This is an optimization exercise on Yosys and OpenROAD, whose aim is small area and a short achievable clock period, not a production implementation.
Function was checked by simulation only, so behaviour that the tests miss may differ from the original.
No driver is modelled on the clock port, so clock power and skew are understated where the tree is cut down; a real chip needs a root buffer or a tree.

## flow/design.v (module list and top-level ports; edited modules follow where they fit)
// module rdp_core: 1124 lines
// module booth_rec: 9 lines
// module ctl_rom: 179 lines
// module conv_top: 110 lines
module conv_top (
    input clk, rst, en,
    input    [15:0] din,
    output   [15:0] DATA_OUT,
    output          VALID
);
  // ...
==> flow/flow/run.sh <==
#!/bin/bash
# Layout flow: the standard ORFS flow (standard.sh) with these changes:
#  * synthesis is synth_recipe.tcl with Yosys's early "abc -fast" mapping
#    skipped (synth -noabc), so the adder cells written in the RTL reach
#    extract_fa intact; the final ABC mapping, the flip-flop mapping and the
#    register names are unchanged;
set -euo pipefail
W=$(cd "$(dirname "$0")/.." && pwd)
cd "$W"
MARGIN=13.6
SYN=synth_recipe.tcl
sed '1s/yosys synth -nofsm -noshare /yosys synth -nofsm -noshare -noabc /' synth_recipe.tcl > synth_recipe_noabc.tcl
if head -1 synth_recipe_noabc.tcl | grep -q -- '-noabc'; then SYN=synth_recipe_noabc.tcl; fi
echo "synthesis script: $SYN, setup margin: $MARGIN" > flow_info.log
bash standard.sh SYNTH_SCRIPT="$W/$SYN" SETUP_SLACK_MARGIN=$MARGIN cts > flow_orfs_cts.log 2>&1
R=orfs/results/sky130hd/conv_top/base
if ODB_IN=$R/4_cts.odb ODB_OUT=$R/4_cts_top.odb openroad -no_init -exit flow/clock_top.tcl > flow_clock_top.log 2>&1 \
   && [[ -s $R/4_cts_top.odb ]]; then
  mv -f $R/4_cts_top.odb $R/4_cts.odb
else
  echo "clock_top.tcl failed: keeping ORFS's clock tree" >> flow_info.log
fi
bash standard.sh SYNTH_SCRIPT="$W/$SYN" SETUP_SLACK_MARGIN=$MARGIN finish > flow_orfs_finish.log 2>&1
==> flow/flow/clock_top.tcl <==
read_db $::env(ODB_IN)
set block [ord::get_db_block]
set maxl1 [expr {[info exists ::env(MAXL1)] ? $::env(MAXL1) : 4}]
set clknet [$block findNet clk]
set portloads [$clknet getITerms]
if {[llength $portloads] != 1} { puts "FLATTEN: port drives [llength $portloads] pins, leaving tree"; write_db $::env(ODB_OUT); exit 0 }
set root [[lindex $portloads 0] getInst]
set rootout [[$root findITerm X] getNet]
set l1 {}
foreach it [$rootout getITerms] {
  if {[$it isOutputSignal]} continue
  lappend l1 [$it getInst]
}
puts "FLATTEN: root [$root getName] drives [llength $l1] buffers"
proc loc {inst} { set b [$inst getBBox]; return [list [expr {([$b xMin]+[$b xMax])/2.0}] [expr {([$b yMin]+[$b yMax])/2.0}]] }
# greedy: repeatedly merge the closest pair until <= maxl1 groups
set groups {}
foreach i $l1 { lappend groups [list $i] }
proc gcen {g} { set x 0; set y 0; foreach i $g { lassign [loc $i] a b; set x [expr {$x+$a}]; set y [expr {$y+$b}] }; return [list [expr {$x/[llength $g]}] [expr {$y/[llength $g]}]] }
while {[llength $groups] > $maxl1} {
  set best 1e18; set bi -1; set bj -1
  for {set i 0} {$i < [llength $groups]} {incr i} {
    for {set j [expr {$i+1}]} {$j < [llength $groups]} {incr j} {
      lassign [gcen [lindex $groups $i]] x1 y1
      lassign [gcen [lindex $groups $j]] x2 y2
      set d [expr {abs($x1-$x2)+abs($y1-$y2)}]
      if {$d < $best} { set best $d; set bi $i; set bj $j }
    }
  }
  set merged [concat [lindex $groups $bi] [lindex $groups $bj]]
  set groups [lreplace $groups $bj $bj]
  set groups [lreplace $groups $bi $bi $merged]
}
foreach g $groups {
  set keep [lindex $g 0]
  set keepnet [[$keep findITerm X] getNet]
  foreach other [lrange $g 1 end] {
    set onet [[$other findITerm X] getNet]
    foreach it [$onet getITerms] {
      if {[$it getInst] eq $other} continue
      $it disconnect
      $it connect $keepnet
    }
    [$other findITerm A] disconnect
    [$other findITerm X] disconnect
    odb::dbInst_destroy $other
    odb::dbNet_destroy $onet
  }
  # move the kept buffer to the centre of its loads
  set x 0; set y 0; set n 0
  foreach it [$keepnet getITerms] {
    if {[$it getInst] eq $keep} continue
    lassign [loc [$it getInst]] a b; set x [expr {$x+$a}]; set y [expr {$y+$b}]; incr n
  }
  set b [$keep getBBox]
  set w [expr {[$b xMax]-[$b xMin]}]; set h [expr {[$b yMax]-[$b yMin]}]
  $keep setLocation [expr {int($x/$n - $w/2)}] [expr {int($y/$n - $h/2)}]
  [$keep findITerm A] disconnect
  [$keep findITerm A] connect $clknet
  puts "FLATTEN: [$keep getName] drives $n leaf buffers"
}
[$root findITerm A] disconnect
[$root findITerm X] disconnect
odb::dbInst_destroy $root
odb::dbNet_destroy $rootout
detailed_placement
check_placement
write_db $::env(ODB_OUT)
==> flow/standard.sh <==
#!/bin/bash
# synth_recipe.tcl (not shown) runs the flow's synth.tcl, then flattens the netlist and writes it again
# the make line also repeats each setting of config.mk as NAME=value (left out here)
make -C /OpenROAD-flow-scripts/flow DESIGN_CONFIG=/design/flow/config.mk WORK_HOME=/design/flow/orfs CLKGATE_MAP_FILE= SYNTH_SCRIPT=/design/flow/synth_recipe.tcl "${@:-finish}"
==> flow/config.mk <==
export PLATFORM = sky130hd
export DESIGN_NAME = conv_top
export DESIGN_NICKNAME = conv_top
export VERILOG_FILES = /design/flow/design.v
export SDC_FILE = /design/flow/constraint.sdc
export NUM_CORES = 8
export LEC_CHECK = 0
export ABC_AREA = 1
export CAP_MARGIN = 20
export CORE_MARGIN = 2
export CORE_UTILIZATION = 65
export CTS_CLUSTER_DIAMETER = 100
export CTS_CLUSTER_SIZE = 30
export SLEW_MARGIN = 20
==> flow/constraint.sdc <==
create_clock -name core_clock -period 18.0 [get_ports {clk}]
set_input_delay 3.6000 -clock core_clock [delete_from_list [all_inputs] [get_ports {clk}]]
set_output_delay 3.6000 -clock core_clock [all_outputs]
set_load 0.01 [all_outputs]
==> flow_metrics.py, run 1 <==
metrics = {
    "sta": {
        "hold_violations": 0,
        "period_needed_ps": 4500,
    },
    "cells_and_area": {
        "num-nonclk-inverters": 213,
        "bufAreaShareNonClock_pct": 1.33,
        "fin_area_um2": 45400,
        "final_cell_mix": "nand2_1 (697), dfxtp_1 (599), xor2_1 (398), o22ai_1 (347), fa_1 (339)",
        "nets": 4379,
        "buffers": 74,
        "drive_gt1_share_pct": 5.72,
    },
    "place": {
        "dp_hpwl_um": 86400,
        "port_buffers": 35,
        "detailedPlace.worstSlack_ps": 13260,
        "dpl_cell_area_um2": 44100,
    },
    "drt": {
        "wl_met3_um": 12500,
        "m1WireLength_um": 49500,
        "top_layer": "met5",
        "dr.pass1.iters": 6,
        "drcViolationCount": 0,
        "wl_per_cell_um": 25.3,
    },
    "outcome": {
        "status": "finished clean",
    },
    "logic_synthesis": {
        "ys_warn_count": 2,
        "synth-xor-area-share_pct": 8.27,
        "synth_fa_ha_area_share_pct": 17.9,
        "syn_avg_cell_area_um2": 10.5,
        "synthCells": 4148,
        "synthMuxAreaShare_pct": 0,
    },
    "grt": {
        "grt_usage_pct": 35.1,
        "grt.busiest_layer": "met2",
    },
    "critical_path": {
        "start_kind": "register",
        "crit_chain": "buf_6",
        "r2r_cells": 8,
    },
    "cts": {
        "clock-sinks": 927,
        "postCtsSetupRepairBufs": 0,
        "clk_path_buf_depth": 3,
        "cts_tree": "done",
        "h-tree-depth": 2,
    },
    "floorplanning": {
        "coreArea_um2": 66100,
    },
}
==> run 2: changes to the inputs <==
--- a/flow/flow/run.sh
+++ b/flow/flow/run.sh
@@ -4,15 +4,17 @@
 #    skipped (synth -noabc), so the adder cells written in the RTL reach
 #    extract_fa intact; the final ABC mapping, the flip-flop mapping and the
 #    register names are unchanged;
+#  * CTS adds no dummy loads (they only pad leaf nets for balance);
 set -euo pipefail
 W=$(cd "$(dirname "$0")/.." && pwd)
 cd "$W"
 MARGIN=13.6
+CTSARGS="-sink_clustering_enable -repair_clock_nets -sink_clustering_size 30 -sink_clustering_max_diameter 100 -dont_use_dummy_load"
 SYN=synth_recipe.tcl
 sed '1s/yosys synth -nofsm -noshare /yosys synth -nofsm -noshare -noabc /' synth_recipe.tcl > synth_recipe_noabc.tcl
 if head -1 synth_recipe_noabc.tcl | grep -q -- '-noabc'; then SYN=synth_recipe_noabc.tcl; fi
 echo "synthesis script: $SYN, setup margin: $MARGIN" > flow_info.log
-bash standard.sh SYNTH_SCRIPT="$W/$SYN" SETUP_SLACK_MARGIN=$MARGIN cts > flow_orfs_cts.log 2>&1
+bash standard.sh SYNTH_SCRIPT="$W/$SYN" SETUP_SLACK_MARGIN=$MARGIN "CTS_ARGS=$CTSARGS" cts > flow_orfs_cts.log 2>&1
 R=orfs/results/sky130hd/conv_top/base
 if ODB_IN=$R/4_cts.odb ODB_OUT=$R/4_cts_top.odb openroad -no_init -exit flow/clock_top.tcl > flow_clock_top.log 2>&1 \
    && [[ -s $R/4_cts_top.odb ]]; then
==> flow_metrics.py, run 2 <==
metrics = {
    "logic_synthesis": {
        "synth_edf_count": 240,
        "synth.area.top_cells": "dfxtp_1 (32%), edfxtp_1 (17%), fa_1 (16%)",
        "synth_top_area_share_pct": 31.5,
        "syn_avg_cell_area_um2": 10.5,
        "yosysTopAreaCell": "dfxtp_1",
        "synth.most_common_cell": "nand2_1",
        "synthCells": 4148,
        "yosysUniqueCellTypes": 47,
        "ys_async_sr_fraction_pct": 0,
        "ys_seq_elements": 927,
        "synth-main-ff-cell": "dfxtp_1",
        "ys_seq_area_share_pct": 48.1,
        "ys_warn_count": 2,
        "synthTopCellsByCount": "nand2_1 (698), dfxtp_1 (687), xor2_1 (398)",
        "netlist_area_um2": 43600,
        "syn_nets": 4586,
    },
    "critical_path": {
        "endpoint_kind": "output port",
        "critPathTopFamily": "flip-flops",
        "start_kind": "register",
        "cp.arrival_ps": 850,
        "cp_slowest_cell": "dfxtp_2",
        "crit_chain": "buf_6",
        "worstSetupPathType": "reg2out",
        "crit_buf_inv": 1,
        "slowest_delay_ps": 340,
        "crit_required_ps": 14400,
        "path_max_fanout": 1,
    },
    "place": {
        "port_buffers": 35,
        "dp_cells": 4764,
        "place.gp.congestion": 0.980,
        "dp_hpwl_um": 86400,
    },
    "grt": {
        "grt_overflow": 0,
        "grt_usage_pct": 35.0,
        "antenna_found_initial": 5,
        "grt_pass1_wl_um": 184000,
        "grt_pass1_vias": 30000,
        "grt_max_degree": 81,
    },
    "floorplanning": {
        "rows": 94,
        "fp.dieW_um": 263,
        "dieHeight_um": 263,
        "coreArea_um2": 66100,
        "start_util_pct": 66.0,
        "ios": 36,
        "die_area_um2": 69200,
    },
    "sta": {
        "fin_tns_setup_ps": 0,
        "slew_violations": 0,
        "tightest_slew_ps": 1160,
        "fin_crit_sh_pct": 24.7,
        "rsz0062_at_grt": "yes",
        "period_needed_ps": 4450,
        "setup_viol": 0,
        "finClkSkew_ps": 143,
        "hold_violations": 0,
        "max_freq_ghz": 0.225,
        "slew_headroom_pct": 22.7,
    },
    "drt": {
        "vias": 30600,
        "dr.pass1.iters": 8,
        "wl_per_cell_um": 25.5,
        "m1WireLength_um": 49900,
        "drcViolationCount": 0,
        "top_layer": "met5",
        "wl_met3_um": 12100,
        "ant_nets": 0,
        "wl_um": 122000,
        "viasPerCell": 6.38,
        "dr_wl_met2_um": 55100,
        "first_iter_violations": 4006,
    },
    "cells_and_area": {
        "largest_reg_flops": 48,
        "final_common_cell": "nand2_1",
        "final_cell_mix": "nand2_1 (697), dfxtp_1 (589), xor2_1 (397), o22ai_1 (347), fa_1 (339)",
        "syn2layout_area_growth_pct": 3.52,
        "regMostFlops": "ps",
        "nets": 4379,
        "fin_cells": 4805,
        "drive_gt1_share_pct": 5.74,
        "nFillCells": 4962,
    },
    "cts": {
        "clk_latency_ps": 470,
        "cts_hold_buf": 0,
        "clk_pin_slew_ps": 100,
        "clock-sinks": 927,
    },
    "job": {
        "cap_violations": 0,
    },
    "hold_path": {
        "min_path_type": "reg2reg",
    },
    "outcome": {
        "status": "finished clean",
    },
}
[run 2: cell counts after synthesis]
Identical to the previous run, type by type.
[run 2: worst paths after layout]
path,start,endpoint,slack (ps),cells past startpoint
worst min-delay path,Y3[10],Y2[10],300,0
worst max register to register,e0[1],ps[39],13690,9
worst min register to register,Y3[10],Y2[10],300,0
worst max-delay path,data_out[13],DATA_OUT[13],13550,1
[run 2: logic make-up (layout without fill, tap and decap cells)]
logic type      after synthesis  count (layout)  synth area share (%)
compound gates              760             760                  10.5
other cells                   0               2                     0
xor+xnor                    412             412                  8.27
fa+ha+maj                   419             419                  17.9
flops                       927             927                  48.1
simple gates               1095            1095                  10.4
buf+inv                     535             326                  4.87
[run 2: layer usage]
metal,GRT usage [%],vias to the layer above
met5,0,-
met1,49.9,15100
li1,-,13400
met3,6.41,299
met2,53.8,1786
met4,13.4,4
[run 2: layout make-up]
type                       count  area (um^2)  area share [%]
antenna                        2         5.00          0.0111
clock buffer                  39          976            2.16
inverter                     213          800            1.77
multi-input combinational   2686        20600            45.6
sequential                   927        21100            46.7
tap                          864         1080            2.39
timing repair buffer          74          607            1.34
[run 2: repair_timing]
| action | 4_1_cts | 5_1_grt |
|---|---|---|
| gates cloned | 0 | 0 |
| setup endpoints to repair | 33 | 55 |
| setup buffers | 0 | 0 |
| gates resized for setup | 104 | 67 |
| endpoints found under the hold margin | 0 | 0 |
[run 2: through the flow]
stage                     hold WS (ps)  utilization (%)  instance area, um^2  setup slack [ps]
after floorplan                    310                -                43600             13860
after global placement             310             66.7                44100             13310
after detailed placement           312             66.7                44100             13260
after CTS                          303             68.1                45000             13320
after global routing               301             68.3                45100             13520
final                              296             68.3                45100             13550
==> run 3: changes to the inputs <==
==> flow/flow/run.sh (replaced) <==
#!/bin/bash
# Layout flow: the standard ORFS flow (standard.sh) with these changes:
#  * synthesis is synth_recipe.tcl with Yosys's early "abc -fast" mapping
#    skipped (synth -noabc), so the adder cells written in the RTL reach
#    extract_fa intact, and with the final ABC mapping run by
#    flow/abc_map.script (area-oriented mapping, amap); the flip-flop mapping
#    and the register names and cells are unchanged;
#  * CTS adds no dummy loads (they only pad leaf nets for balance);
set -euo pipefail
W=$(cd "$(dirname "$0")/.." && pwd)
cd "$W"
MARGIN=13.6
CTSARGS="-sink_clustering_enable -repair_clock_nets -sink_clustering_size 30 -sink_clustering_max_diameter 100 -dont_use_dummy_load"
SYN=synth_recipe.tcl
# synth_recipe.tcl with synth -noabc, and the final ABC mapping run with flow/abc_map.script
{
  sed -n '1s/yosys synth -nofsm -noshare /yosys synth -nofsm -noshare -noabc /p' synth_recipe.tcl
  cat <<'TCL'
proc _abc_map_script {name1 name2 op} {
  upvar #0 abc_args a
  set i [lsearch -exact $a -script]
  if {$i >= 0 && [lindex $a [expr {$i+1}]] ne $::env(FLOW_ABC_MAP)} {
    set a [lreplace $a [expr {$i+1}] [expr {$i+1}] $::env(FLOW_ABC_MAP)]
  }
}
trace add variable ::abc_args write _abc_map_script
TCL
  tail -n +2 synth_recipe.tcl
} > synth_recipe_own.tcl
if head -1 synth_recipe_own.tcl | grep -q -- '-noabc'; then SYN=synth_recipe_own.tcl; fi
export FLOW_ABC_MAP="$W/flow/abc_map.script"
echo "synthesis script: $SYN, setup margin: $MARGIN" > flow_info.log
bash standard.sh SYNTH_SCRIPT="$W/$SYN" SETUP_SLACK_MARGIN=$MARGIN "CTS_ARGS=$CTSARGS" cts > flow_orfs_cts.log 2>&1
R=orfs/results/sky130hd/conv_top/base
if ODB_IN=$R/4_cts.odb ODB_OUT=$R/4_cts_top.odb openroad -no_init -exit flow/clock_top.tcl > flow_clock_top.log 2>&1 \
   && [[ -s $R/4_cts_top.odb ]]; then
  mv -f $R/4_cts_top.odb $R/4_cts.odb
else
  echo "clock_top.tcl failed: keeping ORFS's clock tree" >> flow_info.log
fi
bash standard.sh SYNTH_SCRIPT="$W/$SYN" SETUP_SLACK_MARGIN=$MARGIN finish > flow_orfs_finish.log 2>&1
==> flow/flow/abc_map.script (new file) <==
strash
dch
amap
topo
stime -c
buffer -c
upsize -c
dnsize -c
==> flow_metrics.py, run 3 <==
metrics = {
    "logic_synthesis": {
        "synth-main-ff-cell": "dfxtp_1",
        "synth_top_area_share_pct": 32.8,
        "ys_warn_count": 2,
        "synth_edf_count": 240,
        "ys_async_sr_fraction_pct": 0,
        "ys_seq_elements": 927,
        "yosysTopAreaCell": "dfxtp_1",
        "synth.area.top_cells": "dfxtp_1 (33%), edfxtp_1 (17%), fa_1 (16%)",
        "synthCells": 3885,
        "synth.most_common_cell": "dfxtp_1",
        "synthTopCellsByCount": "dfxtp_1 (687), nor2_1 (497), a21oi_1 (468)",
        "netlist_area_um2": 42000,
        "ys_seq_area_share_pct": 49.9,
        "syn_avg_cell_area_um2": 10.8,
        "synth_compound_area_share_pct": 19.6,
        "syn_nets": 4323,
        "synthMuxAreaShare_pct": 0,
        "synth-simple-area-share_pct": 7.10,
        "synth_fa_ha_area_share_pct": 18.6,
        "yosysUniqueCellTypes": 51,
        "synth-xor-area-share_pct": 0.376,
        "synth_top_family_by_area": "compound AO/OA/AOI/OAI gates",
    },
    "place": {
        "dp_hpwl_um": 82300,
        "place.gp.congestion": 0.978,
        "detailedPlace.worstSlack_ps": 13200,
        "port_buffers": 35,
        "dp_cells": 4474,
    },
    "grt": {
        "antenna_found_initial": 4,
        "grt_pass1_vias": 29400,
        "grt_max_degree": 58,
        "grt_usage_pct": 34.8,
        "grt_overflow": 0,
        "grt_pass1_wl_um": 177000,
    },
    "sta": {
        "slew_violations": 0,
        "final.setup.worst_slack_ps": 13540,
        "hold_violations": 0,
        "setup_viol": 0,
        "period_needed_ps": 4460,
        "tightest_slew_ps": 1200,
        "fin_crit_sh_pct": 24.8,
        "fin_tns_setup_ps": 0,
        "slew_headroom_pct": 20.0,
        "rsz0062_at_grt": "yes",
        "max_freq_ghz": 0.224,
        "finClkSkew_ps": 46.8,
    },
    "cells_and_area": {
        "multi_input_area_um2": 19300,
        "largest_reg_flops": 48,
        "final_common_cell": "dfxtp_1",
        "n_antenna_cell": 0,
        "final_cell_mix": "dfxtp_1 (597), nor2_1 (495), a21oi_1 (468), o22ai_1 (373), fa_1 (339)",
        "regMostFlops": "ps",
        "syn2layout_area_growth_pct": 3.92,
        "fin_cells": 4512,
        "nets": 4097,
        "drive_gt1_share_pct": 6.59,
        "regArea_um2": 21100,
        "nFillCells": 4785,
    },
    "critical_path": {
        "crit_chain": "buf_2",
        "start_kind": "register",
        "cp.arrival_ps": 860,
        "crit_required_ps": 14400,
        "crit_buf_inv": 1,
        "cp_slowest_cell": "dfxtp_1",
        "worstSetupPathType": "reg2out",
        "endpoint_kind": "output port",
        "slowest_delay_ps": 320,
        "path_max_fanout": 1,
        "critPathTopFamily": "flip-flops",
    },
    "floorplanning": {
        "dieHeight_um": 258,
        "die_area_um2": 66600,
        "rows": 93,
        "coreArea_um2": 64100,
        "ios": 36,
        "fp.dieW_um": 258,
        "start_util_pct": 65.5,
    },
    "drt": {
        "drcViolationCount": 0,
        "wl_um": 117000,
        "wl_per_cell_um": 25.9,
        "first_iter_violations": 5100,
        "viasPerCell": 6.80,
        "ant_nets": 0,
        "dr.pass1.iters": 14,
        "vias": 30700,
    },
    "outcome": {
        "status": "finished clean",
    },
    "cts": {
        "clk_pin_slew_ps": 100,
        "clock-sinks": 927,
        "clk_latency_ps": 410,
    },
    "job": {
        "cap_violations": 0,
    },
    "hold_path": {
        "min_path_type": "reg2reg",
    },
}
run 3: final timing paths:
path	slack, ps	depth (start not counted)	from	to
hold reg to reg	290	0	Y3[12]	Y2[12]
hold / removal	290	0	Y3[12]	Y2[12]
setup reg to reg	13670	10	e0[1]	ps[39]
setup / recovery	13540	1	data_out[15]	DATA_OUT[15]
run 3: what timing repair did:
item / 4_1_cts / 5_1_grt
hold buffers: 0 / 0
gates cloned: 0 / 1
setup buffers: 0 / 0
pin swaps: 0 / 1
setup endpoints to repair: 35 / 56
endpoints found under the hold margin: 0 / 0
resized for setup: 94 / 77
run 3: cell type report:
class	instances	share of cell area, %
repair inverters	1	0.0115
flip-flops and latches	927	48.3
multi-input cells	2473	44.3
well taps	855	2.45
repair buffers	96	1.76
inverters	123	1.07
clock buffers	37	2.12
run 3: kinds of logic (layout without fill, tap and decap cells):
group                      count (synthesis)  after routing
adders and majority gates                419            419
DFF                                      927            927
buffers and inverters                    485            257
xor gates and xnor gates                  18             18
and+or+nand+nor                          756            756
AOI/OAI and AO/OA                       1280           1280
run 3: stage by stage:
stage,hold WS [ps],instance area [um^2],utilization [%]
after floorplan,310,42000,-
after global placement,310,42600,66.4
after detailed placement,312,42600,66.4
after CTS,295,43500,67.8
after global routing,293,43600,68.0
final,294,43600,68.0
run 3: per-layer routing:
| metal | routed length [um] | part of all wire (%) | up-vias | GRT usage, % |
|---|---|---|---|---|
| met5 | 0 | 0 | - | 0 |
| met4 | 5780 | 4.9 | 0 | 15.5 |
| met3 | 12700 | 11 | 330 | 7.06 |
| met2 | 52100 | 44 | 2007 | 52.3 |
| met1 | 46500 | 40 | 14800 | 49.5 |
| li1 | - | - | 13500 | - |
==> run 4: changes to the inputs <==
--- a/flow/flow/clock_top.tcl
+++ b/flow/flow/clock_top.tcl
@@ -31,6 +31,8 @@
   set groups [lreplace $groups $bj $bj]
   set groups [lreplace $groups $bi $bi $merged]
 }
+# the kept buffer of each group, after the merge
+set kept {}
 foreach g $groups {
   set keep [lindex $g 0]
   set keepnet [[$keep findITerm X] getNet]
@@ -58,6 +60,48 @@
   [$keep findITerm A] disconnect
   [$keep findITerm A] connect $clknet
   puts "FLATTEN: [$keep getName] drives $n leaf buffers"
+  lappend kept $keep
+}
+# rebalance: split all leaf buffers into equal halves by x, then each half into
+# equal halves by y, and give each quarter to the nearest remaining buffer
+if {[llength $kept] == 4} {
+  set leaves {}
+  foreach k $kept {
+    foreach it [[[$k findITerm X] getNet] getITerms] {
+      if {[$it getInst] eq $k} continue
+      lassign [loc [$it getInst]] x y
+      lappend leaves [list $x $y $it]
+    }
+  }
+  set leaves [lsort -real -index 0 $leaves]
+  set h [expr {[llength $leaves] / 2}]
+  set quarters {}
+  foreach half [list [lrange $leaves 0 [expr {$h-1}]] [lrange $leaves $h end]] {
+    set half [lsort -real -index 1 $half]
+    set q [expr {[llength $half] / 2}]
+    lappend quarters [lrange $half 0 [expr {$q-1}]] [lrange $half $q end]
+  }
+  set free $kept
+  foreach qt $quarters {
+    set cx 0; set cy 0
+    foreach l $qt { set cx [expr {$cx + [lindex $l 0]}]; set cy [expr {$cy + [lindex $l 1]}] }
+    set cx [expr {$cx / [llength $qt]}]; set cy [expr {$cy / [llength $qt]}]
+    set best 1e18; set bk ""
+    foreach k $free {
+      lassign [loc $k] kx ky
+      set d [expr {abs($kx-$cx)+abs($ky-$cy)}]
+      if {$d < $best} { set best $d; set bk $k }
+    }
+    set free [lsearch -all -inline -not -exact $free $bk]
+    set knet [[$bk findITerm X] getNet]
+    foreach l $qt {
+      set it [lindex $l 2]
+      if {[$it getNet] ne $knet} { $it disconnect; $it connect $knet }
+    }
+    set b [$bk getBBox]
+    $bk setLocation [expr {int($cx - ([$b xMax]-[$b xMin])/2)}] [expr {int($cy - ([$b yMax]-[$b yMin])/2)}]
+    puts "FLATTEN: [$bk getName] drives [llength $qt] leaf buffers after rebalancing"
+  }
 }
 [$root findITerm A] disconnect
 [$root findITerm X] disconnect
==> flow_metrics.py, run 4 <==
metrics = {
    "logic_synthesis": {
        "ys_seq_area_share_pct": 49.9,
        "synth-main-ff-cell": "dfxtp_1",
        "netlist_area_um2": 42000,
        "syn_nets": 4323,
        "synth.most_common_cell": "dfxtp_1",
        "synthTopCellsByCount": "dfxtp_1 (687), nor2_1 (497), a21oi_1 (468)",
        "syn_avg_cell_area_um2": 10.8,
        "yosysUniqueCellTypes": 51,
        "yosysTopAreaCell": "dfxtp_1",
        "ys_warn_count": 2,
        "synth_edf_count": 240,
        "synth.area.top_cells": "dfxtp_1 (33%), edfxtp_1 (17%), fa_1 (16%)",
        "synthCells": 3885,
        "synth_top_area_share_pct": 32.8,
        "ys_async_sr_fraction_pct": 0,
        "ys_seq_elements": 927,
    },
    "critical_path": {
        "crit_chain": "buf_2",
        "start_kind": "register",
        "path_max_fanout": 1,
        "cp.arrival_ps": 840,
        "cp_slowest_cell": "dfxtp_1",
        "crit_buf_inv": 1,
        "crit_required_ps": 14400,
        "critPathTopFamily": "flip-flops",
        "worstSetupPathType": "reg2out",
        "endpoint_kind": "output port",
        "slowest_delay_ps": 320,
    },
    "floorplanning": {
        "rows": 93,
        "fp.dieW_um": 258,
        "ios": 36,
        "start_util_pct": 65.5,
        "coreArea_um2": 64100,
        "die_area_um2": 66600,
        "dieHeight_um": 258,
    },
    "cts": {
        "clock-sinks": 927,
        "clk_pin_slew_ps": 110,
        "clk_latency_ps": 440,
        "postCtsSetupRepairBufs": 0,
    },
    "cells_and_area": {
        "fin_area_um2": 43600,
        "syn2layout_area_growth_pct": 3.94,
        "drive_gt1_share_pct": 6.64,
        "final_util_pct": 68.0,
        "final_common_cell": "dfxtp_1",
        "fin_cells": 4512,
        "largest_reg_flops": 48,
        "n_antenna_cell": 0,
        "nets": 4097,
        "final_cell_mix": "dfxtp_1 (596), nor2_1 (495), a21oi_1 (467), o22ai_1 (373), fa_1 (339)",
        "regMostFlops": "ps",
    },
    "sta": {
        "setup_viol": 0,
        "finClkSkew_ps": 76.1,
        "fin_crit_sh_pct": 24.7,
        "whs_ps": 293,
        "fin_tns_setup_ps": 0,
        "tightest_slew_ps": 1150,
        "slew_violations": 0,
        "period_needed_ps": 4440,
        "hold_violations": 0,
        "max_freq_ghz": 0.225,
        "slew_headroom_pct": 23.3,
        "rsz0062_at_grt": "yes",
    },
    "grt": {
        "grt_max_degree": 58,
        "grt_overflow": 0,
        "grt_usage_pct": 34.9,
        "grt_pass1_vias": 29400,
        "antenna_found_initial": 4,
        "grt_pass1_wl_um": 177000,
    },
    "hold_path": {
        "min_path_type": "reg2reg",
    },
    "drt": {
        "ant_nets": 0,
        "first_iter_violations": 4978,
        "drcViolationCount": 0,
        "viasPerCell": 6.80,
        "dr.pass1.iters": 11,
        "vias": 30700,
        "wl_um": 117000,
        "wl_per_cell_um": 26.0,
    },
    "place": {
        "dp_hpwl_um": 82300,
        "dpl_cell_area_um2": 42600,
        "port_buffers": 35,
        "dp_cells": 4474,
        "place.gp.congestion": 0.978,
    },
    "outcome": {
        "status": "finished clean",
    },
    "job": {
        "cap_violations": 0,
    },
}
## run 4: cell families after synthesis
| family | synth area share (%) |
|---|---|
| xor+xnor | 0.376 |
| flops | 49.9 |
| simple gates | 7.10 |
| buf+inv | 4.38 |
| compound gates | 19.6 |
| fa+ha+maj | 18.6 |
## run 4: final timing paths
kind / from / endpoint / slack, ps / depth (start not counted)
min: X4[3] / X3[3] / 290 / 0
max reg2reg: e2[7] / ps[39] / 13740 / 8
max: data_out[12] / DATA_OUT[12] / 13560 / 1
min reg2reg: X4[3] / X3[3] / 290 / 0
## run 4: per-stage QoR
step                      setup slack (ps)
after global placement               13340
after global routing                 13510
after detailed placement             13200
after floorplan                      13820
after CTS                            13320
final                                13560
## run 4: timing repair
action | CTS | global route
pin swaps | 0 | 1
setup endpoints to repair | 35 | 54
cloned | 0 | 1
gates resized for setup | 94 | 79
hold buffers | 0 | 0
## run 4: layout make-up
cell class	instances	area (um^2)
Multi-Input combinational cell	2473	19300
Inverter	123	465
Fill cell	4796	20500
Sequential cell	927	21100
Tap cell	855	1070
Timing Repair Buffer	96	767
Timing Repair inverter	1	5.00
Clock buffer	37	926
## run 4: per-layer routing
layer / routed length, um / GRT usage (%) / share of wire (%) / vias to the layer above
li1: - / - / - / 13500
met1: 46400 / 49.2 / 40 / 14800
met3: 13100 / 7.36 / 11 / 354
met4: 5850 / 15.6 / 5.0 / 0
met5: 0 / 0 / 0 / -
met2: 52000 / 52.5 / 44 / 1982

[separate check: timing with driven ports]
In the flow no input, the clock included, has a driving cell. The finished layouts below were timed again as built, in two steps.
Step 1: set_driving_cell puts a clkbuf_16 on clk and a buf_2 on each other input, an assumption about the parent block.
Step 2 times the ports against the registers' clock, not the clock port: input delays grow and output delays shrink by t, the midpoint of the rising clock arrivals with the driver on.
Three values: no drivers, after step 1, after step 2; two values: the first two.
run	t, ns	setup WS [ns]	worst setup path after step 2	clock arrival spread, ns	worst slew at a driven data input, ns
run 1	0.572	13.498 / 13.364 / 13.220	input to register	0.068 / 0.069	0.07
run 2	0.536	13.553 / 13.419 / 13.234	input to register	0.143 / 0.143	0.07
run 3	0.524	13.545 / 13.411 / 13.257	input to register	0.053 / 0.053	0.07
run 4	0.543	13.557 / 13.420 / 13.207	input to register	0.078 / 0.078	0.07
After both steps setup and hold are still met in every run listed. The setup slack of run 4, which loses most, moves by -0.137 ns with the drivers and by -0.350 ns with both steps.
